What follows belongs to an exercise in optimizing a design on an open flow for small area, a short achievable clock period and few clock cycles; a production flow would make more cautious choices. The RTL was checked by simulation tests, not by an equivalence proof against the original design. Power and IR drop assume default switching activity.

[flow/run.sh]
#!/bin/bash
set -euo pipefail
bash standard.sh \
  SETUP_SLACK_MARGIN=8 \
  "BUFFER_PORTS_ARGS=-buffer_cell sky130_fd_sc_hd__buf_4" \
  "CTS_ARGS=-sink_clustering_enable -repair_clock_nets -sink_clustering_size 24 -sink_clustering_max_diameter 80 -dont_use_dummy_load" \
  finish > orfs_make.log 2>&1
[standard.sh]
#!/bin/bash
# synth_recipe.tcl (not shown) runs the flow's synth.tcl, then flattens the netlist and writes it again
# the make line also repeats each setting of config.mk as NAME=value (left out here)
make -C /OpenROAD-flow-scripts/flow DESIGN_CONFIG=/design/flow/config.mk WORK_HOME=/design/flow/orfs CLKGATE_MAP_FILE= SYNTH_SCRIPT=/design/flow/synth_recipe.tcl "${@:-finish}"
[config.mk]
export PLATFORM = sky130hd
export DESIGN_NAME = RV32ICore
export DESIGN_NICKNAME = RV32ICore
export VERILOG_FILES = /design/flow/design.v
export SDC_FILE = /design/flow/constraint.sdc
export NUM_CORES = 8
export LEC_CHECK = 0
export CAP_MARGIN = 20
export CORE_MARGIN = 2
export CORE_UTILIZATION = 40
export SLEW_MARGIN = 20
[constraint.sdc]
create_clock -name core_clock -period 12.0 [get_ports {CPU_CLK}]
set_input_delay 2.4000 -clock core_clock [delete_from_list [all_inputs] [get_ports {CPU_CLK}]]
set_output_delay 2.4000 -clock core_clock [all_outputs]
set_load 0.01 [all_outputs]
[design.v]
`timescale 1ns / 1ps
module RV32ICore(
    input wire CPU_CLK,
    input wire CPU_RST,
    output wire [31:0] CPU_InstMem_A,        
    input wire [31:0] CPU_InstMem_RD,        
    output wire [31:0] CPU_DataMem_A,        
    output wire [3:0] CPU_DataMem_WE,        
    output wire [31:0] CPU_DataMem_WD,       
    input wire [31:0] CPU_DataMem_RD         
    );
    wire clk = CPU_CLK;
    wire rst = CPU_RST;
    localparam NB = 6;                       
    wire        redir_e;                     
    wire [31:0] redir_e_pc;
    wire        redir_d;                     
    wire [31:0] redir_d_pc;
    wire        stall_d;                     
    wire        kill_d, kill_e;
    wire        q_mis;                       
    reg         q_mis2;                      
    reg  [31:0] q_tgt;                       
    reg         e_rw, e_ld, e_st, e_br, e_jal, e_jalr, e_csr, e_ptk;
    reg  [4:0]  e_rd;
    reg  [2:0]  e_f3;
    reg  [31:0] a_e, r2_e, imm_e, pc_e;
    reg         e_fa_m, e_fa_w, e_fa_l, e_fa_r, e_fb_m, e_fb_w, e_fb_l, e_fb_r;
    reg         e_bimm, e_sub, e_sl, e_sra;
    reg         e_r_sum, e_r_slt, e_r_sltu, e_r_xor, e_r_or, e_r_and, e_r_sh, e_r_b, e_r_link, e_r_csr;
    reg  [1:0]  e_ring;
    reg  [NB-1:0] e_hit;
    reg  [7:0]  e_tag;
    reg         m_rw, m_ld, m_lw;
    reg  [4:0]  m_rd;
    reg  [2:0]  m_f3;
    reg  [31:0] m_res, m_addr, m_wd;
    reg  [3:0]  m_we;
    reg         w_rw, w_ld;
    reg  [4:0]  w_rd;
    reg  [2:0]  w_f3;
    reg  [31:0] w_res;
    wire [31:0] rdata = CPU_DataMem_RD;
    wire [7:0]  ld_b = w_res[1] ? (w_res[0] ? rdata[31:24] : rdata[23:16]) : (w_res[0] ? rdata[15:8] : rdata[7:0]);
    wire [15:0] ld_h = w_res[1] ? rdata[31:16] : rdata[15:0];
    wire [31:0] ldv  = w_f3[1] ? rdata :
                       w_f3[0] ? {{16{!w_f3[2] && ld_h[15]}}, ld_h} :
                                 {{24{!w_f3[2] && ld_b[7]}}, ld_b};
    wire [31:0] w_data = w_ld ? ldv : w_res;
    reg  [NB-1:0]    btb_v;
    reg  [8*NB-1:0]  btb_tag;
    reg  [12*NB-1:0] btb_off;
    reg  [2*NB-1:0]  btb_ctr;
    reg  [2:0]       btb_ptr;
    reg  [31:0] pc_f;
    reg  [NB-1:0] hit_f;
    reg  [11:0] off_f;
    reg         pt_f;
    integer i;
    always @(*) begin
        off_f = 12'd0;
        pt_f = 1'b0;
        for (i = 0; i < NB; i = i + 1) begin
            hit_f[i] = btb_v[i] && (btb_tag[8*i +: 8] == pc_f[9:2]);
            if (hit_f[i]) off_f = off_f | btb_off[12*i +: 12];
            if (hit_f[i] && btb_ctr[2*i+1]) pt_f = 1'b1;
        end
    end
    wire [31:0] pc_f_inc = pc_f + 32'd4;
    reg  [13:0] tlo;
    reg  [13:0] lo_i;
    integer n;
    always @(*) begin
        tlo = 14'd0;
        for (n = 0; n < NB; n = n + 1) begin
            lo_i = {1'b0, pc_f[13:1]} + {1'b0, btb_off[12*n+11], btb_off[12*n +: 12]};
            tlo = tlo | ({14{hit_f[n]}} & lo_i);
        end
    end
    wire [17:0] thi_p = pc_f[31:14] + 18'd1;
    wire [17:0] thi_m = pc_f[31:14] - 18'd1;
    wire hi_p = tlo[13] && !off_f[11];
    wire hi_m = !tlo[13] && off_f[11];
    wire [17:0] thi = ({18{hi_p}} & thi_p) | ({18{hi_m}} & thi_m) | ({18{!hi_p && !hi_m}} & pc_f[31:14]);
    wire [31:0] pc_f_tgt = {thi, tlo[12:0], pc_f[0]};
    wire sel_d = redir_d;
    wire sel_h = !redir_d && stall_d;
    wire sel_t = !redir_d && !stall_d && pt_f;
    wire sel_i = !redir_d && !stall_d && !pt_f;
    wire [31:0] pc_f_nr = ({32{sel_d}} & redir_d_pc) | ({32{sel_h}} & pc_f)
                        | ({32{sel_t}} & pc_f_tgt) | ({32{sel_i}} & pc_f_inc);
    wire [31:0] pc_f_next = ({32{q_mis}} & q_tgt) | ({32{!q_mis && redir_e}} & redir_e_pc)
                          | ({32{!q_mis && !redir_e}} & pc_f_nr);
    always @(posedge clk) begin
        if (rst)
            pc_f <= 32'd0;
        else
            pc_f <= pc_f_next;
    end
    assign CPU_InstMem_A = pc_f;
    reg         v_d, hold_v, pt_d;
    reg  [31:0] ir_hold, pc_d;
    reg  [11:0] poff_d;
    reg  [NB-1:0] hit_d;
    always @(posedge clk or posedge rst) begin
        if (rst) begin
            v_d <= 1'b0;
            hold_v <= 1'b0;
        end else begin
            if (!stall_d) v_d <= 1'b1;
            hold_v <= stall_d;
        end
    end
    wire vd = v_d && !kill_d;
    wire [31:0] ir = hold_v ? ir_hold : CPU_InstMem_RD;
    always @(posedge clk) begin
        ir_hold <= ir;
        if (!stall_d) begin
            pc_d <= pc_f;
            pt_d <= pt_f;
            poff_d <= off_f;
            hit_d <= hit_f;
        end
    end
    wire [6:0] opc = ir[6:0];
    wire [2:0] f3  = ir[14:12];
    wire [4:0] rs1 = ir[19:15];
    wire [4:0] rs2 = ir[24:20];
    wire [4:0] rd  = ir[11:7];
    wire is_lui   = opc == 7'b0110111;
    wire is_auipc = opc == 7'b0010111;
    wire is_jal   = opc == 7'b1101111;
    wire is_jalr  = opc == 7'b1100111;
    wire is_br    = opc == 7'b1100011 && (f3[2] || !f3[1]);
    wire is_ld    = opc == 7'b0000011;
    wire is_st    = opc == 7'b0100011;
    wire is_opi   = opc == 7'b0010011;
    wire is_op    = opc == 7'b0110011;
    wire is_csr   = opc == 7'b1110011 && f3[1:0] != 2'b00;
    wire [31:0] immI = {{20{ir[31]}}, ir[31:20]};
    wire [31:0] immS = {{20{ir[31]}}, ir[31:25], ir[11:7]};
    wire [31:0] immB = {{20{ir[31]}}, ir[7], ir[30:25], ir[11:8], 1'b0};
    wire [31:0] immU = {ir[31:12], 12'b0};
    wire [31:0] immJ = {{12{ir[31]}}, ir[19:12], ir[20], ir[30:21], 1'b0};
    wire [31:0] pc4 = pc_d + 32'd4;
    wire jfit  = (&immJ[20:12]) || !(|immJ[20:12]);
    wire vhit  = (|hit_d) && ((is_br && poff_d == immB[12:1]) || (is_jal && jfit && poff_d == immJ[12:1]));
    wire ptk   = pt_d && vhit;
    assign redir_d = vd && !stall_d && pt_d && !vhit;
    assign redir_d_pc = pc4;
    wire has_rd = is_lui || is_auipc || is_jal || is_jalr || is_ld || is_opi || is_op || is_csr;
    wire use1 = !(is_lui || is_auipc || is_jal || (is_csr && f3[2]));
    wire use2 = is_br || is_st || is_op;
    wire haz_e = e_ld && ((use1 && rs1 == e_rd) || (use2 && rs2 == e_rd));
    wire lw_fast = is_br || ((is_op || is_opi) && f3[2] && (f3[1] || !f3[0]));
    wire haz_m = m_ld && !(m_lw && lw_fast) && ((use1 && rs1 == m_rd) || (use2 && rs2 == m_rd));
    reg  [4:0] csr_pos;
    reg  [5:0] csr_clr;
    wire csr_ready = csr_clr[5];
    wire csr_wait = is_csr && !(csr_ready && (csr_pos + 5'd1) == ir[24:20]);
    assign stall_d = vd && (haz_e || haz_m || csr_wait);
    wire fa_m = use1 && e_rw && e_rd == rs1;
    wire fa_x = use1 && m_rw && m_rd == rs1;
    wire fb_m = use2 && e_rw && e_rd == rs2;
    wire fb_x = use2 && m_rw && m_rd == rs2;
    reg  [32*32-1:32] rf;
    reg  [31:1]      rfv;
    reg  [31:0] rf_r1, rf_r2;
    integer k;
    always @(*) begin
        rf_r1 = 32'd0;
        rf_r2 = 32'd0;
        for (k = 1; k < 32; k = k + 1) begin
            if (rfv[k] && rs1 == k) rf_r1 = rf_r1 | rf[32*k +: 32];
            if (rfv[k] && rs2 == k) rf_r2 = rf_r2 | rf[32*k +: 32];
        end
    end
    wire [31:0] r1 = (w_rw && w_rd == rs1) ? w_data : rf_r1;
    wire [31:0] r2 = (w_rw && w_rd == rs2) ? w_data : rf_r2;
    genvar g;
    generate
        for (g = 1; g < 32; g = g + 1) begin : rfw
            always @(posedge clk)
                if (w_rw && w_rd == g) rf[32*g +: 32] <= w_data;
            always @(posedge clk or posedge rst)
                if (rst) rfv[g] <= 1'b0;
                else if (w_rw && w_rd == g) rfv[g] <= 1'b1;
        end
    endgenerate
    wire alu_rr = is_op;
    wire alu = is_op || is_opi;
    wire f7b = ir[30];
    wire d_sub  = (alu_rr && f3 == 3'b000 && f7b) || (alu && (f3 == 3'b010 || f3 == 3'b011));
    wire d_sl   = alu && f3 == 3'b001;
    wire d_sra  = alu && f3 == 3'b101 && f7b;
    wire go_e = vd && !stall_d;
    always @(posedge clk or posedge rst) begin
        if (rst) begin
            e_rw <= 1'b0; e_ld <= 1'b0; e_st <= 1'b0; e_br <= 1'b0;
            e_jal <= 1'b0; e_jalr <= 1'b0; e_csr <= 1'b0;
        end else begin
            e_rw   <= go_e && has_rd && rd != 5'd0;
            e_ld   <= go_e && is_ld && rd != 5'd0;
            e_st   <= go_e && is_st;
            e_br   <= go_e && is_br;
            e_jal  <= go_e && is_jal;
            e_jalr <= go_e && is_jalr;
            e_csr  <= go_e && is_csr;
        end
    end
    always @(posedge clk) begin
        e_rd   <= rd;
        e_f3   <= f3;
        e_ptk  <= ptk;
        a_e    <= (is_csr && f3[2]) ? {27'd0, rs1} : is_auipc ? pc_d : r1;
        pc_e   <= pc_d;
        r2_e   <= r2;
        imm_e  <= is_lui || is_auipc ? immU : is_st ? immS : is_br ? immB : is_jal ? immJ : immI;
        e_fa_m <= fa_m;
        e_fa_w <= !fa_m && fa_x && !m_ld;
        e_fa_l <= !fa_m && fa_x && m_ld;
        e_fa_r <= !fa_m && !fa_x;
        e_fb_m <= fb_m;
        e_fb_w <= !fb_m && fb_x && !m_ld;
        e_fb_l <= !fb_m && fb_x && m_ld;
        e_fb_r <= !fb_m && !fb_x;
        e_bimm <= !(is_op || is_br);
        e_sub  <= d_sub;
        e_sl   <= d_sl;
        e_sra  <= d_sra;
        e_r_sum  <= is_ld || is_st || is_auipc || (alu && f3 == 3'b000);
        e_r_slt  <= alu && f3 == 3'b010;
        e_r_sltu <= alu && f3 == 3'b011;
        e_r_xor  <= alu && f3 == 3'b100;
        e_r_or   <= alu && f3 == 3'b110;
        e_r_and  <= alu && f3 == 3'b111;
        e_r_sh   <= alu && (f3 == 3'b001 || f3 == 3'b101);
        e_r_b    <= is_lui;
        e_r_link <= is_jal || is_jalr;
        e_r_csr  <= is_csr;
        e_ring <= ir[26:25];
        e_hit  <= vhit ? hit_d : {NB{1'b0}};
        e_tag  <= pc_d[9:2];
    end
    wire e_br_v   = e_br && !kill_e;
    wire e_jal_v  = e_jal && !kill_e;
    wire e_jalr_v = e_jalr && !kill_e;
    wire e_st_v   = e_st && !kill_e;
    wire e_csr_v  = e_csr && !kill_e;
    wire [31:0] A  = ({32{e_fa_m}} & m_res) | ({32{e_fa_w}} & w_res) | ({32{e_fa_r}} & a_e);
    wire [31:0] R2 = ({32{e_fb_m}} & m_res) | ({32{e_fb_w}} & w_res) | ({32{e_fb_r}} & r2_e);
    wire [31:0] B  = e_bimm ? imm_e : R2;
    wire [31:0] Af = A | ({32{e_fa_l}} & rdata);
    wire [31:0] R2f = R2 | ({32{e_fb_l}} & rdata);
    wire [31:0] Bf = e_bimm ? imm_e : R2f;
    wire [32:0] sum33 = {1'b0, A ^ {32{e_sub}}} + {1'b0, B};
    wire [31:0] sum = sum33[31:0] ^ {32{e_sub}};
    wire ltu = sum33[32];
    wire lts = (A[31] ^ B[31]) ? A[31] : sum[31];
    wire eq  = Af == R2f;
    wire lt_lo = Af[30:0] < R2f[30:0];
    wire lt  = (Af[31] != R2f[31]) ? (e_f3[1] ? R2f[31] : Af[31]) : lt_lo;
    function [31:0] rev32(input [31:0] x);
        integer j;
        for (j = 0; j < 32; j = j + 1) rev32[j] = x[31-j];
    endfunction
    wire [31:0] sh_in = e_sl ? rev32(A) : A;
    wire signed [32:0] sh_x = {e_sra & sh_in[31], sh_in};
    wire [32:0] sh_r = sh_x >>> B[4:0];
    wire [31:0] sh_out = e_sl ? rev32(sh_r[31:0]) : sh_r[31:0];
    reg  [32*32-1:0] ring0, ring1, ring2, ring3;
    wire [31:0] head0 = ring0[31:0];
    wire [31:0] head1 = ring1[31:0];
    wire [31:0] head2 = ring2[31:0];
    wire [31:0] head3 = ring3[31:0];
    wire [31:0] csr_old = e_ring[1] ? (e_ring[0] ? head3 : head2) : (e_ring[0] ? head1 : head0);
    wire [31:0] csr_new = (e_f3[1:0] == 2'b01) ? A : (e_f3[1:0] == 2'b10) ? (csr_old | A) : (csr_old & ~A);
    wire csr_w = e_csr_v;
    wire [31:0] tail0 = (csr_w && e_ring == 2'd0) ? csr_new : (csr_ready ? head0 : 32'd0);
    wire [31:0] tail1 = (csr_w && e_ring == 2'd1) ? csr_new : (csr_ready ? head1 : 32'd0);
    wire [31:0] tail2 = (csr_w && e_ring == 2'd2) ? csr_new : (csr_ready ? head2 : 32'd0);
    wire [31:0] tail3 = (csr_w && e_ring == 2'd3) ? csr_new : (csr_ready ? head3 : 32'd0);
    always @(posedge clk) begin
        ring0 <= {tail0, ring0[32*32-1:32]};
        ring1 <= {tail1, ring1[32*32-1:32]};
        ring2 <= {tail2, ring2[32*32-1:32]};
        ring3 <= {tail3, ring3[32*32-1:32]};
    end
    always @(posedge clk or posedge rst) begin
        if (rst) begin
            csr_pos <= 5'd0;
            csr_clr <= 6'd0;
        end else begin
            csr_pos <= csr_pos + 5'd1;
            if (!csr_clr[5]) csr_clr <= csr_clr + 6'd1;
        end
    end
    wire [31:0] pc4_e;
    wire [31:0] res = ({32{e_r_sum}}  & sum)
                    | ({32{e_r_slt}}  & {31'd0, lts})
                    | ({32{e_r_sltu}} & {31'd0, ltu})
                    | ({32{e_r_xor}}  & (Af ^ Bf))
                    | ({32{e_r_or}}   & (Af | Bf))
                    | ({32{e_r_and}}  & (Af & Bf))
                    | ({32{e_r_sh}}   & sh_out)
                    | ({32{e_r_b}}    & imm_e)
                    | ({32{e_r_link}} & pc4_e)
                    | ({32{e_r_csr}}  & csr_old);
    wire [31:0] tgt_e = pc_e + imm_e;
    assign pc4_e = pc_e + 32'd4;
    wire cond  = e_f3[2] ? lt : eq;
    wire taken = cond ^ e_f3[0];
    assign redir_e = (e_jal_v && !e_ptk) || e_jalr_v;
    assign redir_e_pc = ({32{e_jalr}} & {sum[31:1], 1'b0}) | ({32{!e_jalr}} & tgt_e);
    always @(posedge clk or posedge rst) begin
        if (rst)
            q_mis2 <= 1'b0;
        else
            q_mis2 <= q_mis;
    end
    always @(posedge clk)
        q_tgt <= e_ptk ? pc4_e : tgt_e;
    reg  q_br, q_jal, q_jalr, q_ptk, q_taken, q_rd;
    always @(posedge clk or posedge rst) begin
        if (rst) begin
            q_br <= 1'b0; q_jal <= 1'b0; q_jalr <= 1'b0; q_rd <= 1'b0;
        end else begin
            q_br <= e_br_v;
            q_jal <= e_jal_v;
            q_jalr <= e_jalr_v;
            q_rd <= redir_d;
        end
    end
    always @(posedge clk) begin
        q_ptk <= e_ptk;
        q_taken <= taken;
    end
    assign q_mis = q_br && (q_taken != q_ptk);
    assign kill_e = q_mis || (q_jal && !q_ptk) || q_jalr;
    assign kill_d = kill_e || q_mis2 || q_rd;
    wire jfit_e = (&imm_e[20:12]) || !(|imm_e[20:12]);
    reg  u_br, u_jalfit, u_jal;
    wire u_taken = q_taken;
    reg  [NB-1:0] u_hit;
    reg  [7:0]  u_tag;
    reg  [11:0] u_off;
    always @(posedge clk or posedge rst) begin
        if (rst) begin
            u_br <= 1'b0;
            u_jalfit <= 1'b0;
        end else begin
            u_br <= e_br_v;
            u_jalfit <= e_jal_v && jfit_e;
        end
    end
    always @(posedge clk) begin
        u_jal <= e_jal;
        u_hit <= e_hit;
        u_tag <= e_tag;
        u_off <= imm_e[12:1];
    end
    wire u_alloc = !(|u_hit) && ((u_br && u_taken) || u_jalfit);
    genvar b;
    generate
        for (b = 0; b < NB; b = b + 1) begin : btbu
            always @(posedge clk or posedge rst) begin
                if (rst)
                    btb_v[b] <= 1'b0;
                else if (u_alloc && btb_ptr == b)
                    btb_v[b] <= 1'b1;
            end
            always @(posedge clk) begin
                if (u_alloc && btb_ptr == b) begin
                    btb_tag[8*b +: 8] <= u_tag;
                    btb_off[12*b +: 12] <= u_off;
                    btb_ctr[2*b +: 2] <= u_jal ? 2'd3 : 2'd2;
                end else if (u_br && u_hit[b]) begin
                    if (u_taken && btb_ctr[2*b +: 2] != 2'd3)
                        btb_ctr[2*b +: 2] <= btb_ctr[2*b +: 2] + 2'd1;
                    else if (!u_taken && btb_ctr[2*b +: 2] != 2'd0)
                        btb_ctr[2*b +: 2] <= btb_ctr[2*b +: 2] - 2'd1;
                end
            end
        end
    endgenerate
    always @(posedge clk or posedge rst) begin
        if (rst)
            btb_ptr <= 3'd0;
        else if (u_alloc)
            btb_ptr <= (btb_ptr == 3'd5) ? 3'd0 : btb_ptr + 3'd1;
    end
    wire [3:0] st_mask = (e_f3[1:0] == 2'b00) ? 4'b0001 : (e_f3[1:0] == 2'b01) ? 4'b0011 :
                         (e_f3[1:0] == 2'b10) ? 4'b1111 : 4'b0000;
    always @(posedge clk or posedge rst) begin
        if (rst) begin
            m_rw <= 1'b0; m_ld <= 1'b0;
        end else begin
            m_rw <= e_rw && !kill_e;
            m_ld <= e_ld && !kill_e;
        end
    end
    always @(posedge clk) begin
        m_we  <= (e_st_v && !e_f3[2]) ? (st_mask << sum[1:0]) : 4'd0;
        m_lw  <= e_f3 == 3'b010;
        m_rd  <= e_rd;
        m_f3  <= e_f3;
        m_res <= res;
        if (e_ld || e_st) m_addr <= sum;
        m_wd  <= e_f3[1] ? R2 : e_f3[0] ? {2{R2[15:0]}} : {4{R2[7:0]}};
    end
    assign CPU_DataMem_A  = m_addr;
    assign CPU_DataMem_WE = m_we;
    assign CPU_DataMem_WD = m_wd;
    always @(posedge clk or posedge rst) begin
        if (rst) begin
            w_rw <= 1'b0; w_ld <= 1'b0;
        end else begin
            w_rw <= m_rw;
            w_ld <= m_ld;
        end
    end
    always @(posedge clk) begin
        w_rd  <= m_rd;
        w_f3  <= m_f3;
        w_res <= m_res;
    end
endmodule
==> impl_metrics.tcl, run 1 <==
set metrics [dict create \
    place_hpwl_mm 342 \
    max_stage_delay_ps 540 \
    final_nets 12760 \
    dieHeight_um 651 \
    synthCells 11746 \
    coreArea_um2 416000 \
    critPathTopFamily "compound AO/OA/AOI/OAI gates" \
    syn-cell-area_um2 167000 \
    status "no timing/DRC/antenna violations" \
    synth_seq_cells 5771 \
    crit_path_end_kind "flip-flop" \
    synth_cell_type_count 101 \
    worstPathRequired_ps 12880 \
    grt_usage 0.251 \
    clockRootBuffer "clkbuf_16" \
    synth.net_count 12069 \
    grt_start_max_net_pins 81 \
    worstReg2RegStart "hold_v$_DFF_PP0_" \
    cts.clk_slew.worst_paths_ps 90 \
    slowest_stage "or4_4" \
    peakVddDrop_mv 0.113 \
    maxSlewHeadroom 0.111 \
    crit_chain "buf_8, or4_4, a222oi_1, a32o_2, nand4_1, a22o_4, o41a_4, nor2_4, nand2_4, or3_1, a31o_1, a21oi_1" \
    via_per_inst 5.86 \
    yosysSeqAreaShare 0.765 \
    worst_pin_slew_ps 1330 \
    grt-ovfl-total 0 \
    rsz0062_at_grt "yes" \
    clock_skew_ps 125 \
    vias 105740 \
    cp.arrival_ps 5650 \
    cts_buffers 296 \
    critical_path.startpoint_type "input port" \
    grt_pass1_vias 95184 \
    fmax_mhz 210 \
    yosysWarnings 1 \
    crit_cells 12 \
    start_util 0.402 \
    min_path_cells 0 \
    ff_latch_area_um2 128000 \
    synth.most_common_cell "dfxtp_1" \
    clkSinkCount 5771 \
    grt_first_pass_wirelength_mm 753 \
    ys_top_cells_by_area "dfxtp_1 (54%), edfxtp_1 (22%), a22oi_1 (2.4%), ha_1 (1.9%), a221oi_1 (1.8%)" \
    synth_top_area_frac 0.538 \
    wire_per_inst_um 31.6 \
    critPathKind "input port to flip-flop" \
    hold_viol 0 \
    die_area_um2 423000 \
    path_buf_inv 1 \
    ctsHtreeMaxLevel 5 \
    slew_violations 0 \
    syn2layout_area_growth_pct 16.5 \
    drcViolationCount 0 \
    antenna_found_initial 88 \
    ctsHoldBuffers 0 \
    drive_gt1_frac 0.174 \
    total_power_w 0.0311 \
    async_reset_ff_frac 0.0121 \
    r2r_slack_ps 7450 \
    yosys_most_used_dff "dfxtp_1" \
    cts_tree "built" \
    multi_input_area_um2 40900 \
    drt_iter0_drc 19603 \
    port_buffers 165 \
    drv_cap 0 \
    synthTopCellsByCount "dfxtp_1 (4,494), edfxtp_1 (1,207), a22oi_1 (534)" \
    clk_latency_ps 960 \
    path_max_fanout 7 \
    drt-total-wl_mm 570 \
    p_leak_nw 73.8 \
    synth.avg_cell_area_um2 14.2 \
    reg2regPathDepth 12 \
    firstDrtPassIters 14 \
    synth-edff-count 1207 \
    crit_end "pc_f[16]$_SDFF_PP0_" \
    row_count 237 \
    hp-class "flip-flop to flip-flop" \
    r2r_end "pc_f[16]$_SDFF_PP0_" \
    crit_start "CPU_InstMem_RD[19]" \
    post-synth-top-area-cell "dfxtp_1" \
    gp_congestion 1.01 \
    final-setup-viol-count 0 \
    utilization 0.468 \
    period_share 0.398 \
    fillers 36147 \
    cts_buffer_depth 4 \
    setup_tns_ps 0 \
    die_x_um 651 \
    top_level_ports 166 \
    period_minus_slack_ps 4770 \
    antenna_left 0 \
    powerDensity_nw_per_um2 160 \
]
[timing repair]
item	CTS	global route
setup endpoints to repair	430	277
pin swaps	142	249
resized for setup	690	442
cloned	38	22
setup buffers	197	227
[worst min path at each step]
stage                            start  slack (ps)                 end
floorplan            ring0[32]$_DFF_P_         310    ring0[0]$_DFF_P_
global placement    ring3[966]$_DFF_P_         310  ring3[934]$_DFF_P_
detailed placement   ring0[69]$_DFF_P_         310   ring0[37]$_DFF_P_
CTS                 ring3[594]$_DFF_P_         260  ring3[562]$_DFF_P_
global route        ring3[594]$_DFF_P_         270  ring3[562]$_DFF_P_
finish               ring3[49]$_DFF_P_         270   ring3[17]$_DFF_P_
[layout by cell type (no fill, tap or decap), drive strengths merged, types with 31 or more instances in the layout]
cell,instances
a211oi,65
a21boi,37
a21o,59
a21oi,365
a221oi,343
a222oi,94
a22o,282
a22oi,534
a31oi,52
and2,55
and3,115
buf,900
clkbuf,319
dfrtp,70
dfxtp,4494
diode,105
edfxtp,1207
ha,249
inv,190
mux2,31
mux2i,61
mux4,59
nand2,528
nand2b,73
nand3,332
nand4,164
nor2,405
nor2b,34
nor3,115
o211ai,55
o21a,45
o21ai,386
or2,41
xnor2,240
xor2,124
[registers in the layout, summed over array words and instances (netlist names), 25 cells and up]
| register | count |
|---|---|
| ring0 | 1024 |
| ring1 | 1024 |
| ring2 | 1024 |
| ring3 | 1024 |
| rf | 992 |
| btb_off | 72 |
| btb_tag | 48 |
| a_e | 32 |
| imm_e | 32 |
| m_addr | 32 |
| m_res | 32 |
| m_wd | 32 |
| pc_d | 32 |
| pc_f | 32 |
| q_tgt | 32 |
| r2_e | 32 |
| w_res | 32 |
| ir_hold | 31 |
| rfv | 31 |
| pc_e | 25 |
[where the power goes]
group / switching [W] / internal (W)
Clock: 0.00572 / 0.00441
Sequential: 0.000100 / 0.0198
Combinational: 0.000692 / 0.000381
Total: 0.00651 / 0.0246
[layer usage]
metal / up-vias / routed length, µm / track usage
li1: 43808 / - / -
met4: 57 / 52600 / 0.177
met2: 8449 / 222000 / 0.346
met3: 2539 / 81000 / 0.0893
met5: - / 590 / 0.00147
met1: 50887 / 213000 / 0.327
[per-stage QoR]
stage          worst slack [ps]  hold WS (ps)  cell area [µm²]  instances
2_1_floorplan              6720           310           170000      11746
3_3_place_gp               5000           310           177000      17148
3_5_place_dp               5100           312           177000      17149
4_1_cts                    7350           259           190000      17680
5_1_grt                    7220           266           195000      17990
6_report                   7230           266           195000      18037
[kinds of logic after synthesis]
| group | synth area share |
|---|---|
| adder cells (fa/ha/maj) | 0.0196 |
| AND/OR/NAND/NOR | 0.0563 |
| multiplexers | 0.0139 |
| buffers and inverters | 0.0178 |
| AO/OA/AOI/OAI | 0.108 |
| XOR/XNOR | 0.0191 |
| other | 0.0000224 |
| flip-flops | 0.765 |
[cell type report]
class	count	share of cell area
flip-flops and latches	5771	0.658
well taps	5497	0.0353
inverters	203	0.00435
repair buffers	936	0.0531
clock buffers	296	0.0380
multi-input cells	5221	0.210
repair inverters	8	0.000302
diodes	105	0.00135
Testbench counts, summed over its fixed seeds: cycles 712,832.
==> run 2, diff against run 1 <==
--- a/design.v
+++ b/design.v
@@ -15,12 +15,9 @@
     wire        redir_e;                     
     wire [31:0] redir_e_pc;
-    wire        redir_d;                     
-    wire [31:0] redir_d_pc;
     wire        stall_d;                     
     wire        kill_d, kill_e;
     wire        q_mis;                       
-    reg         q_mis2;                      
     reg  [31:0] q_tgt;                       
-    reg         e_rw, e_ld, e_st, e_br, e_jal, e_jalr, e_csr, e_ptk;
+    reg         e_rw, e_ld, e_st, e_br, e_jal, e_jalr, e_csr, e_bad, e_ptk;
     reg  [4:0]  e_rd;
     reg  [2:0]  e_f3;
@@ -29,5 +26,5 @@
     reg         e_bimm, e_sub, e_sl, e_sra;
     reg         e_r_sum, e_r_slt, e_r_sltu, e_r_xor, e_r_or, e_r_and, e_r_sh, e_r_b, e_r_link, e_r_csr;
-    reg  [1:0]  e_ring;
+    reg         e_ring;
     reg  [NB-1:0] e_hit;
     reg  [7:0]  e_tag;
@@ -84,9 +81,19 @@
     wire [17:0] thi = ({18{hi_p}} & thi_p) | ({18{hi_m}} & thi_m) | ({18{!hi_p && !hi_m}} & pc_f[31:14]);
     wire [31:0] pc_f_tgt = {thi, tlo[12:0], pc_f[0]};
-    wire sel_d = redir_d;
-    wire sel_h = !redir_d && stall_d;
-    wire sel_t = !redir_d && !stall_d && pt_f;
-    wire sel_i = !redir_d && !stall_d && !pt_f;
-    wire [31:0] pc_f_nr = ({32{sel_d}} & redir_d_pc) | ({32{sel_h}} & pc_f)
+    reg  [31:0] a_pc;
+    reg         a_pt;
+    reg  [11:0] a_off;
+    reg  [NB-1:0] a_hit;
+    reg         f_held1, f_held2, f_redir1;
+    wire        a_v = !f_held2 && !f_redir1;
+    reg         hold_v, sk_v;                
+    wire        clear = q_mis || redir_e;    
+    wire        replay = !clear && hold_v && sk_v && a_v;
+    wire        f_hold = !clear && !replay && hold_v;
+    wire sel_r = !clear && replay;
+    wire sel_h = f_hold;
+    wire sel_t = !clear && !replay && !hold_v && pt_f;
+    wire sel_i = !clear && !replay && !hold_v && !pt_f;
+    wire [31:0] pc_f_nr = ({32{sel_r}} & a_pc) | ({32{sel_h}} & pc_f)
                         | ({32{sel_t}} & pc_f_tgt) | ({32{sel_i}} & pc_f_inc);
     wire [31:0] pc_f_next = ({32{q_mis}} & q_tgt) | ({32{!q_mis && redir_e}} & redir_e_pc)
@@ -97,28 +104,55 @@
         else
             pc_f <= pc_f_next;
+        a_pc <= pc_f;
+        a_pt <= pt_f;
+        a_off <= off_f;
+        a_hit <= hit_f;
+    end
+    always @(posedge clk or posedge rst) begin
+        if (rst) begin
+            f_held1 <= 1'b0;
+            f_held2 <= 1'b0;
+            f_redir1 <= 1'b1;
+        end else begin
+            f_held1 <= f_hold;
+            f_held2 <= f_held1;
+            f_redir1 <= clear || replay;
+        end
     end
     assign CPU_InstMem_A = pc_f;
-    reg         v_d, hold_v, pt_d;
-    reg  [31:0] ir_hold, pc_d;
-    reg  [11:0] poff_d;
-    reg  [NB-1:0] hit_d;
+    reg  [31:0] ir_hold, dh_pc, sk_ir, sk_pc;
+    reg         dh_pt, sk_pt;
+    reg  [11:0] dh_off, sk_off;
+    reg  [NB-1:0] dh_hit, sk_hit;
+    wire [31:0] ir     = hold_v ? ir_hold : sk_v ? sk_ir : CPU_InstMem_RD;
+    wire [31:0] pc_d   = hold_v ? dh_pc   : sk_v ? sk_pc   : a_pc;
+    wire        pt_d   = hold_v ? dh_pt   : sk_v ? sk_pt   : a_pt;
+    wire [11:0] poff_d = hold_v ? dh_off  : sk_v ? sk_off  : a_off;
+    wire [NB-1:0] hit_d = hold_v ? dh_hit : sk_v ? sk_hit  : a_hit;
+    wire vd = (hold_v || sk_v || a_v) && !kill_d;
     always @(posedge clk or posedge rst) begin
         if (rst) begin
-            v_d <= 1'b0;
             hold_v <= 1'b0;
+            sk_v <= 1'b0;
         end else begin
-            if (!stall_d) v_d <= 1'b1;
-            hold_v <= stall_d;
+            hold_v <= !clear && stall_d;
+            if (clear)
+                sk_v <= 1'b0;
+            else if (hold_v || sk_v)
+                sk_v <= (hold_v && sk_v) || a_v;
         end
     end
-    wire vd = v_d && !kill_d;
-    wire [31:0] ir = hold_v ? ir_hold : CPU_InstMem_RD;
     always @(posedge clk) begin
         ir_hold <= ir;
-        if (!stall_d) begin
-            pc_d <= pc_f;
-            pt_d <= pt_f;
-            poff_d <= off_f;
-            hit_d <= hit_f;
+        dh_pc <= pc_d;
+        dh_pt <= pt_d;
+        dh_off <= poff_d;
+        dh_hit <= hit_d;
+        if (!(hold_v && sk_v)) begin
+            sk_ir <= CPU_InstMem_RD;
+            sk_pc <= a_pc;
+            sk_pt <= a_pt;
+            sk_off <= a_off;
+            sk_hit <= a_hit;
         end
     end
@@ -147,6 +181,5 @@
     wire vhit  = (|hit_d) && ((is_br && poff_d == immB[12:1]) || (is_jal && jfit && poff_d == immJ[12:1]));
     wire ptk   = pt_d && vhit;
-    assign redir_d = vd && !stall_d && pt_d && !vhit;
-    assign redir_d_pc = pc4;
+    wire bad   = pt_d && !vhit && !is_jal;
     wire has_rd = is_lui || is_auipc || is_jal || is_jalr || is_ld || is_opi || is_op || is_csr;
     wire use1 = !(is_lui || is_auipc || is_jal || (is_csr && f3[2]));
@@ -155,8 +188,8 @@
     wire lw_fast = is_br || ((is_op || is_opi) && f3[2] && (f3[1] || !f3[0]));
     wire haz_m = m_ld && !(m_lw && lw_fast) && ((use1 && rs1 == m_rd) || (use2 && rs2 == m_rd));
-    reg  [4:0] csr_pos;
-    reg  [5:0] csr_clr;
-    wire csr_ready = csr_clr[5];
-    wire csr_wait = is_csr && !(csr_ready && (csr_pos + 5'd1) == ir[24:20]);
+    reg  [5:0] csr_pos;
+    reg  [6:0] csr_clr;
+    wire csr_ready = csr_clr[6];
+    wire csr_wait = is_csr && !(csr_ready && (csr_pos + 6'd1) == ir[25:20]);
     assign stall_d = vd && (haz_e || haz_m || csr_wait);
     wire fa_m = use1 && e_rw && e_rd == rs1;
@@ -198,5 +231,5 @@
         if (rst) begin
             e_rw <= 1'b0; e_ld <= 1'b0; e_st <= 1'b0; e_br <= 1'b0;
-            e_jal <= 1'b0; e_jalr <= 1'b0; e_csr <= 1'b0;
+            e_jal <= 1'b0; e_jalr <= 1'b0; e_csr <= 1'b0; e_bad <= 1'b0;
         end else begin
             e_rw   <= go_e && has_rd && rd != 5'd0;
@@ -207,4 +240,5 @@
             e_jalr <= go_e && is_jalr;
             e_csr  <= go_e && is_csr;
+            e_bad  <= go_e && bad;
         end
     end
@@ -239,5 +273,5 @@
         e_r_link <= is_jal || is_jalr;
         e_r_csr  <= is_csr;
-        e_ring <= ir[26:25];
+        e_ring <= ir[26];
         e_hit  <= vhit ? hit_d : {NB{1'b0}};
         e_tag  <= pc_d[9:2];
@@ -269,29 +303,23 @@
     wire [32:0] sh_r = sh_x >>> B[4:0];
     wire [31:0] sh_out = e_sl ? rev32(sh_r[31:0]) : sh_r[31:0];
-    reg  [32*32-1:0] ring0, ring1, ring2, ring3;
+    reg  [64*32-1:0] ring0, ring1;
     wire [31:0] head0 = ring0[31:0];
     wire [31:0] head1 = ring1[31:0];
-    wire [31:0] head2 = ring2[31:0];
-    wire [31:0] head3 = ring3[31:0];
-    wire [31:0] csr_old = e_ring[1] ? (e_ring[0] ? head3 : head2) : (e_ring[0] ? head1 : head0);
+    wire [31:0] csr_old = e_ring ? head1 : head0;
     wire [31:0] csr_new = (e_f3[1:0] == 2'b01) ? A : (e_f3[1:0] == 2'b10) ? (csr_old | A) : (csr_old & ~A);
     wire csr_w = e_csr_v;
-    wire [31:0] tail0 = (csr_w && e_ring == 2'd0) ? csr_new : (csr_ready ? head0 : 32'd0);
-    wire [31:0] tail1 = (csr_w && e_ring == 2'd1) ? csr_new : (csr_ready ? head1 : 32'd0);
-    wire [31:0] tail2 = (csr_w && e_ring == 2'd2) ? csr_new : (csr_ready ? head2 : 32'd0);
-    wire [31:0] tail3 = (csr_w && e_ring == 2'd3) ? csr_new : (csr_ready ? head3 : 32'd0);
+    wire [31:0] tail0 = (csr_w && !e_ring) ? csr_new : (csr_ready ? head0 : 32'd0);
+    wire [31:0] tail1 = (csr_w && e_ring) ? csr_new : (csr_ready ? head1 : 32'd0);
     always @(posedge clk) begin
-        ring0 <= {tail0, ring0[32*32-1:32]};
-        ring1 <= {tail1, ring1[32*32-1:32]};
-        ring2 <= {tail2, ring2[32*32-1:32]};
-        ring3 <= {tail3, ring3[32*32-1:32]};
+        ring0 <= {tail0, ring0[64*32-1:32]};
+        ring1 <= {tail1, ring1[64*32-1:32]};
     end
     always @(posedge clk or posedge rst) begin
         if (rst) begin
-            csr_pos <= 5'd0;
-            csr_clr <= 6'd0;
+            csr_pos <= 6'd0;
+            csr_clr <= 7'd0;
         end else begin
-            csr_pos <= csr_pos + 5'd1;
-            if (!csr_clr[5]) csr_clr <= csr_clr + 6'd1;
+            csr_pos <= csr_pos + 6'd1;
+            if (!csr_clr[6]) csr_clr <= csr_clr + 7'd1;
         end
     end
@@ -311,23 +339,19 @@
     wire cond  = e_f3[2] ? lt : eq;
     wire taken = cond ^ e_f3[0];
-    assign redir_e = (e_jal_v && !e_ptk) || e_jalr_v;
-    assign redir_e_pc = ({32{e_jalr}} & {sum[31:1], 1'b0}) | ({32{!e_jalr}} & tgt_e);
-    always @(posedge clk or posedge rst) begin
-        if (rst)
-            q_mis2 <= 1'b0;
-        else
-            q_mis2 <= q_mis;
-    end
+    wire e_bad_v = e_bad && !kill_e;
+    assign redir_e = (e_jal_v && !e_ptk) || e_jalr_v || e_bad_v;
+    assign redir_e_pc = ({32{e_jalr}} & {sum[31:1], 1'b0}) | ({32{!e_jalr && e_jal}} & tgt_e)
+                      | ({32{!e_jalr && !e_jal}} & pc4_e);
     always @(posedge clk)
         q_tgt <= e_ptk ? pc4_e : tgt_e;
-    reg  q_br, q_jal, q_jalr, q_ptk, q_taken, q_rd;
+    reg  q_br, q_jal, q_jalr, q_bad, q_ptk, q_taken;
     always @(posedge clk or posedge rst) begin
         if (rst) begin
-            q_br <= 1'b0; q_jal <= 1'b0; q_jalr <= 1'b0; q_rd <= 1'b0;
+            q_br <= 1'b0; q_jal <= 1'b0; q_jalr <= 1'b0; q_bad <= 1'b0;
         end else begin
             q_br <= e_br_v;
             q_jal <= e_jal_v;
             q_jalr <= e_jalr_v;
-            q_rd <= redir_d;
+            q_bad <= e_bad_v;
         end
     end
@@ -337,6 +361,6 @@
     end
     assign q_mis = q_br && (q_taken != q_ptk);
-    assign kill_e = q_mis || (q_jal && !q_ptk) || q_jalr;
-    assign kill_d = kill_e || q_mis2 || q_rd;
+    assign kill_e = q_mis || (q_jal && !q_ptk) || q_jalr || q_bad;
+    assign kill_d = q_mis;
     wire jfit_e = (&imm_e[20:12]) || !(|imm_e[20:12]);
     reg  u_br, u_jalfit, u_jal;
==> run 2 against run 1 <==
Largest power group unchanged. Total power rose by 18%. Clock-buffer cell count is 2 higher. Design area barely moved. Fmax up 9.9%.
==> impl_metrics.tcl, run 2 <==
set metrics [dict create \
    status "no timing/DRC/antenna violations" \
    synth_seq_cells 5878 \
    post-synth-top-area-cell "dfxtp_1" \
    clock_skew_ps 164 \
    place_hpwl_mm 328 \
    clkSinkCount 5878 \
    clockPowerShare 0.281 \
    port_buffers 165 \
    slew_violations 0 \
    dieHeight_um 656 \
    drt-total-wl_mm 565 \
    grt-ovfl-total 0 \
    ys_top_cells_by_area "dfxtp_1 (54%), edfxtp_1 (22%), a22oi_1 (2.3%), ha_1 (1.8%), a221oi_1 (1.6%)" \
    power.internal_w 0.0269 \
    clk_latency_ps 1060 \
    final-setup-viol-count 0 \
    synthTopCellsByCount "dfxtp_1 (4,564), edfxtp_1 (1,239), nand2_1 (573)" \
    coreArea_um2 423000 \
    final_common_cell "dfxtp_1" \
    synth.avg_cell_area_um2 14.2 \
    drive_gt1_frac 0.149 \
    final_cell_mix "dfxtp_1 (4,510), edfxtp_1 (1,239), nand2_1 (555)" \
    row_count 239 \
    drv_cap 0 \
    syn-cell-area_um2 170000 \
    vias 106070 \
    drcViolationCount 0 \
    max_stage_delay_ps 530 \
    fmax_mhz 230 \
    yosys_most_used_dff "dfxtp_1" \
    yosysSeqAreaShare 0.767 \
    synthCells 11940 \
    async_reset_ff_frac 0.0128 \
    path_max_fanout 8 \
    die_x_um 656 \
    drt_iter0_drc 18552 \
    ctsHoldBuffers 0 \
    top_level_ports 166 \
    setup_tns_ps 0 \
    design_area_um2 195000 \
    grt_start_max_net_pins 68 \
    syn2layout_area_growth_pct 14.6 \
    cts_buffers 298 \
    powerDensity_nw_per_um2 188 \
    hold_viol 0 \
    gp_congestion 1.02 \
    synth.most_common_cell "dfxtp_1" \
    critical_path.startpoint_type "flip-flop" \
    grt_first_pass_wirelength_mm 760 \
    yosysWarnings 1 \
    antenna_found_initial 61 \
    hp-class "flip-flop to flip-flop" \
    wire_per_inst_um 31.0 \
    final_nets 12802 \
    grt_pass1_vias 96567 \
    antenna_left 0 \
    p_sw_w 0.00975 \
    slowest_stage "or4_4" \
    via_per_inst 5.83 \
    place_area_um2 180000 \
    cts.clk_slew.worst_paths_ps 100 \
    clockRootBuffer "clkbuf_16" \
    start_util 0.402 \
    rsz0062_at_grt "yes" \
    critPathKind "flip-flop to flip-flop" \
    crit_chain "buf_6, ha_4, a21o_1, a21o_1, a211oi_4, nor3_4, o31ai_2, a21boi_1, o21a_1, o21a_1, or4_4, ha_4, clkinvlp_4, buf_6, buf_4, o22ai_2, o211ai_1, a41oi_2, a221o_1" \
    swShare 0.266 \
    sequentialPowerShare 0.578 \
    peakVddDrop_mv 0.142 \
    ctsHtreeMaxLevel 5 \
    worstPathRequired_ps 12870 \
    synth_cell_type_count 92 \
    synth-edff-count 1239 \
    period_minus_slack_ps 4340 \
    reg.largest.list "ring0: 2048 flops, ring1: 2048 flops, rf: 992 flops" \
    synth_top_area_frac 0.537 \
    die_area_um2 430000 \
    worst_pin_slew_ps 1360 \
    cp.arrival_ps 5210 \
    grt_usage 0.247 \
    crit_path_end_kind "flip-flop" \
    period_share 0.362 \
    firstDrtPassIters 21 \
    p_leak_nw 73.7 \
    cts_buffer_depth 4 \
    maxSlewHeadroom 0.0865 \
    pwr-share-comb 0.141 \
    cts_tree "built" \
    synth.net_count 12262 \
]
## run 2: changes by cell type in the layout (fill, tap and decap cells not counted), moves of 34 or more
| cell | change |
|---|---|
| a221oi_1 | +58 |
| nor3_1 | +45 |
| mux4_2 | -43 |
| xor2_1 | -42 |
| nand2_1 | +45 |
| buf_12 | -34 |
| a221oi_2 | -84 |
| buf_4 | -80 |
| dfxtp_1 | +70 |
| nor2_1 | -48 |
| diode_2 | -48 |
| mux2i_1 | +122 |
| nand3_1 | -83 |
## run 2: cell type report
cell class,count,area (µm²)
Tap cell,5663,7090
Antenna cell,57,143
Inverter,208,945
Sequential cell,5878,131000
Multi-Input combinational cell,5287,40100
Timing Repair inverter,6,47.5
Clock buffer,298,7460
Timing Repair Buffer,801,8480
Fill cell,37247,229000
## run 2: repair_timing
item	in CTS	in global routing
gates resized for setup	505	333
endpoints found under the hold margin	0	0
gates cloned	27	21
pin swaps	96	162
setup buffers	171	181
setup endpoints to repair	401	201
## run 2: power by group through the flow
| stage | registers (W) | clock network (W) | logic, W |
|---|---|---|---|
| 3_3_place_gp | 0.0216 | 0 | 0.00412 |
| 2_1_floorplan | 0.0212 | 0 | 0.00249 |
| 6_report | 0.0212 | 0.0103 | 0.00517 |
| 3_5_place_dp | 0.0216 | 0 | 0.00413 |
| 4_1_cts | 0.0211 | 0.0106 | 0.00462 |
| 5_1_grt | 0.0212 | 0.0112 | 0.00531 |
## run 2: worst max-delay path: cells and delay by family (launching register included)
family / cells / cell delay [ps]
buffers and inverters: 4 / 500
adder cells (fa/ha/maj): 2 / 450
AO/OA/AOI/OAI: 11 / 2280
AND/OR/NAND/NOR: 2 / 610
flip-flops: 1 / 370
## run 2: through the flow
| step | power [W] | hold WS (ps) | utilization | instances | setup WS (ps) |
|---|---|---|---|---|---|
| 5_1_grt | 0.0377 | 204 | 0.460 | 18158 | 7510 |
| 3_5_place_dp | 0.0257 | 312 | 0.424 | 17442 | 5450 |
| 2_1_floorplan | 0.0237 | 310 | - | 11940 | 7480 |
| 4_1_cts | 0.0363 | 213 | 0.452 | 17938 | 7590 |
| 6_report | 0.0366 | 214 | 0.460 | 18198 | 7660 |
| 3_3_place_gp | 0.0257 | 310 | 0.424 | 17434 | 5580 |
## run 2: cell families after synthesis
group	share of synthesized area
adders and majority gates	0.0192
and+or+nand+nor	0.0546
muxes	0.0163
DFF	0.767
buffers and inverters	0.0182
xor gates and xnor gates	0.0168
AOI/OAI and AO/OA	0.108
## run 2: path summary, 6_finish.rpt
path                               startpoint             endpoint  slack (ps)  cells past startpoint
max                        pc_f[2]$_SDFF_PP0_  pc_f[30]$_SDFF_PP0_        7660                     19
min                        ring1[472]$_DFF_P_   ring1[440]$_DFF_P_         210                      0
max reg2reg                pc_f[2]$_SDFF_PP0_  pc_f[30]$_SDFF_PP0_        7660                     19
min reg2reg                ring1[472]$_DFF_P_   ring1[440]$_DFF_P_         210                      0
max in group asynchronous             CPU_RST     hold_v$_DFF_PP0_        8890                      3
min in group asynchronous             CPU_RST    f_held1$_DFF_PP0_        1600                      2
## run 2: metal layers
layer / wire length [µm] / global-route usage
met1: 219000 / 0.321
met2: 218000 / 0.340
met3: 78200 / 0.0999
met4: 48500 / 0.160
met5: 905 / 0.00477
Testbench counts of run 2, summed over its fixed seeds: cycles 712,832.
==> run 3, diff against run 2 <==
--- a/design.v
+++ b/design.v
@@ -24,5 +24,6 @@
     reg  [31:0] a_e, r2_e, imm_e, pc_e;
     reg         e_fa_m, e_fa_w, e_fa_l, e_fa_r, e_fb_m, e_fb_w, e_fb_l, e_fb_r;
-    reg         e_bimm, e_sub, e_sl, e_sra;
+    reg         e_gb_m, e_gb_w, e_gb_l, e_gb_r, e_gb_i;    
+    reg         e_sub, e_sl, e_sra;
     reg         e_r_sum, e_r_slt, e_r_sltu, e_r_xor, e_r_or, e_r_and, e_r_sh, e_r_b, e_r_link, e_r_csr;
     reg         e_ring;
@@ -39,49 +40,50 @@
     reg  [31:0] w_res;
     wire [31:0] rdata = CPU_DataMem_RD;
-    wire [7:0]  ld_b = w_res[1] ? (w_res[0] ? rdata[31:24] : rdata[23:16]) : (w_res[0] ? rdata[15:8] : rdata[7:0]);
-    wire [15:0] ld_h = w_res[1] ? rdata[31:16] : rdata[15:0];
-    wire [31:0] ldv  = w_f3[1] ? rdata :
-                       w_f3[0] ? {{16{!w_f3[2] && ld_h[15]}}, ld_h} :
-                                 {{24{!w_f3[2] && ld_b[7]}}, ld_b};
-    wire [31:0] w_data = w_ld ? ldv : w_res;
+    reg         w_snl, w_sw, w_sb0, w_sb1, w_sb2, w_sb3, w_sh0, w_sh2, w_sbx, w_shx, w_ss;
+    wire sign = w_ss && ((w_sb0 && rdata[7]) || ((w_sb1 || w_sh0) && rdata[15]) || (w_sb2 && rdata[23]) ||
+                         ((w_sb3 || w_sh2) && rdata[31]));
+    wire [31:0] w_data;
+    assign w_data[7:0]   = ({8{w_snl}} & w_res[7:0]) | ({8{w_sw || w_sb0 || w_sh0}} & rdata[7:0])
+                         | ({8{w_sb1}} & rdata[15:8]) | ({8{w_sb2 || w_sh2}} & rdata[23:16])
+                         | ({8{w_sb3}} & rdata[31:24]);
+    assign w_data[15:8]  = ({8{w_snl}} & w_res[15:8]) | ({8{w_sw || w_sh0}} & rdata[15:8])
+                         | ({8{w_sh2}} & rdata[31:24]) | ({8{w_sbx && sign}});
+    assign w_data[31:16] = ({16{w_snl}} & w_res[31:16]) | ({16{w_sw}} & rdata[31:16])
+                         | ({16{(w_sbx || w_shx) && sign}});
     reg  [NB-1:0]    btb_v;
     reg  [8*NB-1:0]  btb_tag;
-    reg  [12*NB-1:0] btb_off;
+    reg  [11*NB-1:0] btb_off;                
+    reg  [9*NB-1:0]  btb_tlo;                
+    reg  [2*NB-1:0]  btb_dh;                 
     reg  [2*NB-1:0]  btb_ctr;
     reg  [2:0]       btb_ptr;
     reg  [31:0] pc_f;
     reg  [NB-1:0] hit_f;
-    reg  [11:0] off_f;
+    reg  [10:0] off_f;
+    reg  [8:0]  tlo_f;
+    reg  [1:0]  dh_f;
     reg         pt_f;
     integer i;
     always @(*) begin
-        off_f = 12'd0;
+        off_f = 11'd0;
+        tlo_f = 9'd0;
+        dh_f = 2'd0;
         pt_f = 1'b0;
         for (i = 0; i < NB; i = i + 1) begin
             hit_f[i] = btb_v[i] && (btb_tag[8*i +: 8] == pc_f[9:2]);
-            if (hit_f[i]) off_f = off_f | btb_off[12*i +: 12];
+            off_f = off_f | ({11{hit_f[i]}} & btb_off[11*i +: 11]);
+            tlo_f = tlo_f | ({9{hit_f[i]}} & btb_tlo[9*i +: 9]);
+            dh_f = dh_f | ({2{hit_f[i]}} & btb_dh[2*i +: 2]);
             if (hit_f[i] && btb_ctr[2*i+1]) pt_f = 1'b1;
         end
     end
     wire [31:0] pc_f_inc = pc_f + 32'd4;
-    reg  [13:0] tlo;
-    reg  [13:0] lo_i;
-    integer n;
-    always @(*) begin
-        tlo = 14'd0;
-        for (n = 0; n < NB; n = n + 1) begin
-            lo_i = {1'b0, pc_f[13:1]} + {1'b0, btb_off[12*n+11], btb_off[12*n +: 12]};
-            tlo = tlo | ({14{hit_f[n]}} & lo_i);
-        end
-    end
-    wire [17:0] thi_p = pc_f[31:14] + 18'd1;
-    wire [17:0] thi_m = pc_f[31:14] - 18'd1;
-    wire hi_p = tlo[13] && !off_f[11];
-    wire hi_m = !tlo[13] && off_f[11];
-    wire [17:0] thi = ({18{hi_p}} & thi_p) | ({18{hi_m}} & thi_m) | ({18{!hi_p && !hi_m}} & pc_f[31:14]);
-    wire [31:0] pc_f_tgt = {thi, tlo[12:0], pc_f[0]};
+    wire [21:0] thi_p = pc_f[31:10] + 22'd1;
+    wire [21:0] thi_m = pc_f[31:10] - 22'd1;
+    wire [21:0] thi = ({22{dh_f[0]}} & thi_p) | ({22{dh_f[1]}} & thi_m) | ({22{!dh_f[0] && !dh_f[1]}} & pc_f[31:10]);
+    wire [31:0] pc_f_tgt = {thi, tlo_f, pc_f[0]};
     reg  [31:0] a_pc;
     reg         a_pt;
-    reg  [11:0] a_off;
+    reg  [10:0] a_off;
     reg  [NB-1:0] a_hit;
     reg         f_held1, f_held2, f_redir1;
@@ -123,10 +125,10 @@
     reg  [31:0] ir_hold, dh_pc, sk_ir, sk_pc;
     reg         dh_pt, sk_pt;
-    reg  [11:0] dh_off, sk_off;
+    reg  [10:0] dh_off, sk_off;
     reg  [NB-1:0] dh_hit, sk_hit;
     wire [31:0] ir     = hold_v ? ir_hold : sk_v ? sk_ir : CPU_InstMem_RD;
     wire [31:0] pc_d   = hold_v ? dh_pc   : sk_v ? sk_pc   : a_pc;
     wire        pt_d   = hold_v ? dh_pt   : sk_v ? sk_pt   : a_pt;
-    wire [11:0] poff_d = hold_v ? dh_off  : sk_v ? sk_off  : a_off;
+    wire [10:0] poff_d = hold_v ? dh_off  : sk_v ? sk_off  : a_off;
     wire [NB-1:0] hit_d = hold_v ? dh_hit : sk_v ? sk_hit  : a_hit;
     wire vd = (hold_v || sk_v || a_v) && !kill_d;
@@ -178,6 +180,7 @@
     wire [31:0] immJ = {{12{ir[31]}}, ir[19:12], ir[20], ir[30:21], 1'b0};
     wire [31:0] pc4 = pc_d + 32'd4;
-    wire jfit  = (&immJ[20:12]) || !(|immJ[20:12]);
-    wire vhit  = (|hit_d) && ((is_br && poff_d == immB[12:1]) || (is_jal && jfit && poff_d == immJ[12:1]));
+    wire jfit  = (&immJ[20:11]) || !(|immJ[20:11]);
+    wire bfit  = immB[12] == immB[11];
+    wire vhit  = (|hit_d) && ((is_br && bfit && poff_d == immB[11:1]) || (is_jal && jfit && poff_d == immJ[11:1]));
     wire ptk   = pt_d && vhit;
     wire bad   = pt_d && !vhit && !is_jal;
@@ -199,16 +202,14 @@
     reg  [32*32-1:32] rf;
     reg  [31:1]      rfv;
-    reg  [31:0] rf_r1, rf_r2;
+    reg  [31:0] r1, r2;
     integer k;
     always @(*) begin
-        rf_r1 = 32'd0;
-        rf_r2 = 32'd0;
+        r1 = ({32{w_rw && w_rd == rs1}} & w_data);
+        r2 = ({32{w_rw && w_rd == rs2}} & w_data);
         for (k = 1; k < 32; k = k + 1) begin
-            if (rfv[k] && rs1 == k) rf_r1 = rf_r1 | rf[32*k +: 32];
-            if (rfv[k] && rs2 == k) rf_r2 = rf_r2 | rf[32*k +: 32];
+            if (rfv[k] && !(w_rw && w_rd == k) && rs1 == k) r1 = r1 | rf[32*k +: 32];
+            if (rfv[k] && !(w_rw && w_rd == k) && rs2 == k) r2 = r2 | rf[32*k +: 32];
         end
     end
-    wire [31:0] r1 = (w_rw && w_rd == rs1) ? w_data : rf_r1;
-    wire [31:0] r2 = (w_rw && w_rd == rs2) ? w_data : rf_r2;
     genvar g;
     generate
@@ -228,4 +229,5 @@
     wire d_sra  = alu && f3 == 3'b101 && f7b;
     wire go_e = vd && !stall_d;
+    wire bimm = !(is_op || is_br);
     always @(posedge clk or posedge rst) begin
         if (rst) begin
@@ -259,5 +261,9 @@
         e_fb_l <= !fb_m && fb_x && m_ld;
         e_fb_r <= !fb_m && !fb_x;
-        e_bimm <= !(is_op || is_br);
+        e_gb_m <= !bimm && fb_m;
+        e_gb_w <= !bimm && !fb_m && fb_x && !m_ld;
+        e_gb_l <= !bimm && !fb_m && fb_x && m_ld;
+        e_gb_r <= !bimm && !fb_m && !fb_x;
+        e_gb_i <= bimm;
         e_sub  <= d_sub;
         e_sl   <= d_sl;
@@ -284,8 +290,8 @@
     wire [31:0] A  = ({32{e_fa_m}} & m_res) | ({32{e_fa_w}} & w_res) | ({32{e_fa_r}} & a_e);
     wire [31:0] R2 = ({32{e_fb_m}} & m_res) | ({32{e_fb_w}} & w_res) | ({32{e_fb_r}} & r2_e);
-    wire [31:0] B  = e_bimm ? imm_e : R2;
+    wire [31:0] B  = ({32{e_gb_m}} & m_res) | ({32{e_gb_w}} & w_res) | ({32{e_gb_r}} & r2_e) | ({32{e_gb_i}} & imm_e);
     wire [31:0] Af = A | ({32{e_fa_l}} & rdata);
     wire [31:0] R2f = R2 | ({32{e_fb_l}} & rdata);
-    wire [31:0] Bf = e_bimm ? imm_e : R2f;
+    wire [31:0] Bf = B | ({32{e_gb_l}} & rdata);
     wire [32:0] sum33 = {1'b0, A ^ {32{e_sub}}} + {1'b0, B};
     wire [31:0] sum = sum33[31:0] ^ {32{e_sub}};
@@ -363,17 +369,22 @@
     assign kill_e = q_mis || (q_jal && !q_ptk) || q_jalr || q_bad;
     assign kill_d = q_mis;
-    wire jfit_e = (&imm_e[20:12]) || !(|imm_e[20:12]);
-    reg  u_br, u_jalfit, u_jal;
+    wire fit_e = (&imm_e[20:11]) || !(|imm_e[20:11]);
+    wire hi_ne = tgt_e[31:10] != pc_e[31:10];
+    reg  u_br, u_brfit, u_jalfit, u_jal;
     wire u_taken = q_taken;
     reg  [NB-1:0] u_hit;
     reg  [7:0]  u_tag;
-    reg  [11:0] u_off;
+    reg  [10:0] u_off;
+    reg  [8:0]  u_tlo;
+    reg  [1:0]  u_dh;
     always @(posedge clk or posedge rst) begin
         if (rst) begin
             u_br <= 1'b0;
+            u_brfit <= 1'b0;
             u_jalfit <= 1'b0;
         end else begin
             u_br <= e_br_v;
-            u_jalfit <= e_jal_v && jfit_e;
+            u_brfit <= e_br_v && fit_e;
+            u_jalfit <= e_jal_v && fit_e;
         end
     end
@@ -382,7 +393,9 @@
         u_hit <= e_hit;
         u_tag <= e_tag;
-        u_off <= imm_e[12:1];
+        u_off <= imm_e[11:1];
+        u_tlo <= tgt_e[9:1];
+        u_dh  <= {hi_ne && imm_e[31], hi_ne && !imm_e[31]};
     end
-    wire u_alloc = !(|u_hit) && ((u_br && u_taken) || u_jalfit);
+    wire u_alloc = !(|u_hit) && ((u_brfit && u_taken) || u_jalfit);
     genvar b;
     generate
@@ -397,5 +410,7 @@
                 if (u_alloc && btb_ptr == b) begin
                     btb_tag[8*b +: 8] <= u_tag;
-                    btb_off[12*b +: 12] <= u_off;
+                    btb_off[11*b +: 11] <= u_off;
+                    btb_tlo[9*b +: 9] <= u_tlo;
+                    btb_dh[2*b +: 2] <= u_dh;
                     btb_ctr[2*b +: 2] <= u_jal ? 2'd3 : 2'd2;
                 end else if (u_br && u_hit[b]) begin
@@ -430,5 +445,5 @@
         m_f3  <= e_f3;
         m_res <= res;
-        if (e_ld || e_st) m_addr <= sum;
+        m_addr <= sum;
         m_wd  <= e_f3[1] ? R2 : e_f3[0] ? {2{R2[15:0]}} : {4{R2[7:0]}};
     end
@@ -447,4 +462,15 @@
         w_rd  <= m_rd;
         w_f3  <= m_f3;
+        w_snl <= !m_ld;
+        w_sw  <= m_ld && m_f3[1];
+        w_sb0 <= m_ld && m_f3[1:0] == 2'b00 && m_res[1:0] == 2'd0;
+        w_sb1 <= m_ld && m_f3[1:0] == 2'b00 && m_res[1:0] == 2'd1;
+        w_sb2 <= m_ld && m_f3[1:0] == 2'b00 && m_res[1:0] == 2'd2;
+        w_sb3 <= m_ld && m_f3[1:0] == 2'b00 && m_res[1:0] == 2'd3;
+        w_sh0 <= m_ld && m_f3[1:0] == 2'b01 && !m_res[1];
+        w_sh2 <= m_ld && m_f3[1:0] == 2'b01 && m_res[1];
+        w_sbx <= m_ld && m_f3[1:0] == 2'b00;
+        w_shx <= m_ld && m_f3[1:0] == 2'b01;
+        w_ss  <= !m_f3[2];
         w_res <= m_res;
     end
==> run 3 against run 2 <==
Non-clock buffer count grew 175. Design area rose by 0.92%. Sequential power is essentially flat. Final cell count shrank 2.2%. Clock-buffer cell count rose by 12. First-iteration DRC count decreased by 4.2%. Sequential share of layout area is 0.33 points higher. Hold slack better by 52 ps. Largest cell class unchanged.
==> impl_metrics.tcl, run 3 <==
set metrics [dict create \
    status "no timing/DRC/antenna violations" \
    ff_latch_area_um2 132000 \
    gp_congestion 1.02 \
    cts_buffer_depth 4 \
    min_path_cells 0 \
    synth_seq_cells 5957 \
    die_area_um2 427000 \
    ctsHoldBuffers 0 \
    fillers 36232 \
    yosysWarnings 1 \
    p_sw_w 0.00988 \
    drv_cap 0 \
    syn2layout_area_growth_pct 16.7 \
    drt-total-wl_mm 606 \
    worstReg2RegStart "e_fa_m$_DFF_P_" \
    peakVddDrop_mv 0.136 \
    vias 104152 \
    slew_violations 0 \
    final_common_cell "dfxtp_1" \
    setup_tns_ps 0 \
    r2r_end "pc_f[26]$_SDFF_PP0_" \
    top_level_ports 166 \
    via_per_inst 5.85 \
    cts_tree "built" \
    synth_top_area_frac 0.548 \
    drt_iter0_drc 17775 \
    start_util 0.401 \
    whs_endpoint "ring0[27]$_DFF_P_" \
    fmax_mhz 239 \
    antenna_left 0 \
    hold_viol 0 \
    cp.arrival_ps 5050 \
    grt_pass1_vias 97638 \
    port_buffers 165 \
    dieHeight_um 653 \
    synthTopCellsByCount "dfxtp_1 (4,616), edfxtp_1 (1,266), nand2_1 (561)" \
    synth.most_common_cell "dfxtp_1" \
    powerDensity_nw_per_um2 190 \
    die_x_um 653 \
    worstPathRequired_ps 12870 \
    post-synth-top-area-cell "dfxtp_1" \
    ctsHtreeMaxLevel 5 \
    grt_start_max_net_pins 75 \
    final-setup-viol-count 0 \
    critical_path.startpoint_type "flip-flop" \
    final_nets 12452 \
    slowest_stage "dfxtp_4" \
    yosys_most_used_dff "dfxtp_1" \
    async_reset_ff_frac 0.0126 \
    syn-cell-area_um2 169000 \
    place_hpwl_mm 366 \
    yosysSeqAreaShare 0.785 \
    critPathKind "flip-flop to flip-flop" \
    synth-edff-count 1266 \
    reg2regPathDepth 19 \
    synthCells 11460 \
    path_max_fanout 8 \
    synth.net_count 11696 \
    sequentialPowerShare 0.575 \
    crit_chain "buf_8, a222oi_1, buf_4, xnor2_2, ha_2, fa_2, a21oi_4, o21ai_4, a21o_4, a31oi_4, o31a_1, buf_6, buf_12, o31ai_4, buf_4, a21oi_4, xnor2_4, nand2_1, a41oi_1" \
    grt_first_pass_wirelength_mm 805 \
    maxSlewHeadroom 0.0458 \
    reg.largest.list "ring0: 2048 flops, ring1: 2048 flops, rf: 992 flops" \
    drive_gt1_frac 0.176 \
    clockRootBuffer "clkbuf_16" \
    swShare 0.265 \
    hp-start "ring0[59]$_DFF_P_" \
    coreArea_um2 420000 \
    ys_top_cells_by_area "dfxtp_1 (55%), edfxtp_1 (23%), a221oi_1 (1.9%), a22o_1 (1.8%), a22oi_1 (1.7%)" \
    p_leak_nw 74.0 \
    multi_input_area_um2 38100 \
    period_share 0.349 \
    cts.clk_slew.worst_paths_ps 90 \
    pwr-share-comb 0.142 \
    crit_start "e_fa_m$_DFF_P_" \
    drcViolationCount 0 \
    clock_skew_ps 133 \
    synth_cell_type_count 86 \
    period_minus_slack_ps 4190 \
    clkSinkCount 5957 \
    antenna_found_initial 69 \
    synth.avg_cell_area_um2 14.7 \
    power.internal_w 0.0274 \
    grt_usage 0.270 \
    r2r_slack_ps 7810 \
    cts_buffers 310 \
    hp-class "flip-flop to flip-flop" \
    clockPowerShare 0.283 \
    worst_pin_slew_ps 1420 \
    rsz0062_at_grt "yes" \
    final_cell_mix "dfxtp_1 (4,543), edfxtp_1 (1,266), buf_4 (698)" \
    total_power_w 0.0373 \
    crit_path_end_kind "flip-flop" \
    clk_latency_ps 1040 \
    grt-ovfl-total 0 \
    max_stage_delay_ps 420 \
    firstDrtPassIters 20 \
    wire_per_inst_um 34.0 \
    row_count 238 \
]
## run 3: cell types whose count changed after synthesis, sizes merged, moves of 52 or more
cell / before / now
a21oi: 383 / 254
a221oi: 308 / 374
a22o: 269 / 339
a22oi: 516 / 379
and3: 116 / 55
dfxtp: 4564 / 4616
ha: 248 / 168
nand3: 269 / 204
nor2: 360 / 307
## run 3: logic make-up after synthesis
group	share of synthesized area
AOI/OAI and AO/OA	0.105
xor gates and xnor gates	0.0155
adders and majority gates	0.0127
buffers and inverters	0.0164
DFF	0.785
muxes	0.0161
and+or+nand+nor	0.0494
## run 3: layer usage
| layer | part of all wire | GRT usage |
|---|---|---|
| met1 | 0.39 | 0.352 |
| met2 | 0.41 | 0.387 |
| met3 | 0.12 | 0.0882 |
| met4 | 0.083 | 0.169 |
| met5 | 0.00031 | 0.000566 |
## run 3: power by group through the flow
stage / Combinational [W] / Sequential, W / Clock, W
floorplan: 0.00224 / 0.0215 / 0
global placement: 0.00419 / 0.0219 / 0
detailed placement: 0.00421 / 0.0219 / 0
CTS: 0.00474 / 0.0214 / 0.0108
global route: 0.00545 / 0.0215 / 0.0115
finish: 0.00531 / 0.0215 / 0.0105
## run 3: how the worst max path moves through the flow
stage | to | slack (ps) | cells after the start
floorplan | a_e[0]$_DFF_P_ | 7720 | 12
finish | pc_f[26]$_SDFF_PP0_ | 7810 | 19
detailed placement | r2_e[1]$_DFF_P_ | 5420 | 10
global route | pc_f[31]$_SDFF_PP0_ | 7730 | 20
global placement | a_e[12]$_SDFF_PP0_ | 5100 | 9
CTS | pc_f[28]$_SDFF_PP0_ | 7860 | 18
## run 3: critical path, delay by kind of cell, from the launching register on
family	cells	cell delay, ps
flip-flops	1	420
AO/OA/AOI/OAI	9	1790
adder cells (fa/ha/maj)	2	460
buffers and inverters	5	840
AND/OR/NAND/NOR	1	100
XOR/XNOR	2	450
## run 3: final cells by class
type,instances,share of cell area
well taps,5520,0.0351
repair inverters,2,0.0000509
flip-flops and latches,5957,0.674
inverters,173,0.00408
clock buffers,310,0.0394
diodes,67,0.000853
multi-input cells,4796,0.194
repair buffers,976,0.0532
## run 3: timing repair
action | in CTS | in global routing
endpoints found under the setup margin | 380 | 136
gates resized for setup | 529 | 308
cloned | 19 | 24
buffers inserted | 204 | 226
pin swaps | 97 | 184
## run 3: per-stage QoR
stage          std cells  area, µm²  worst slack [ps]  hold slack (ps)   util
6_report           17801     197000              7810              266  0.468
3_5_place_dp       16950     180000              5420              312  0.429
3_3_place_gp       16941     180000              5100              309  0.428
4_1_cts            17483     192000              7860              279  0.458
2_1_floorplan      11460     172000              7720              310      -
5_1_grt            17747     197000              7730              284  0.468
Testbench counts of run 3, summed over its fixed seeds: cycles 712,832.

what the ideal ports hide:
No port has a modelled driver above. Below, the same layouts with a new extraction and two added sets of constraints. Step 1: set_driving_cell puts a clkbuf_16 on CPU_CLK and a buf_2 on each other input, an assumption about the parent block. Step 2, shift: input delay + t, output delay - t, t = (earliest + latest rising clock arrival at the registers) / 2. This alone moves slack from input paths to output paths. Slacks: ideal / step 1 / step 2; pairs: ideal / step 1.
run	t, ns	slack for setup (ns)	worst setup path after step 2
run 1	1.025	7.230 / 7.285 / 6.260	input to register
run 2	1.066	7.658 / 7.658 / 6.780	input to register
run 3	1.078	7.814 / 7.814 / 6.818	input to register
After both steps setup and hold are still met in every run listed. For run 3, which loses most, drivers alone change the setup slack by 0.000 ns; drivers and shift together by -0.996 ns.
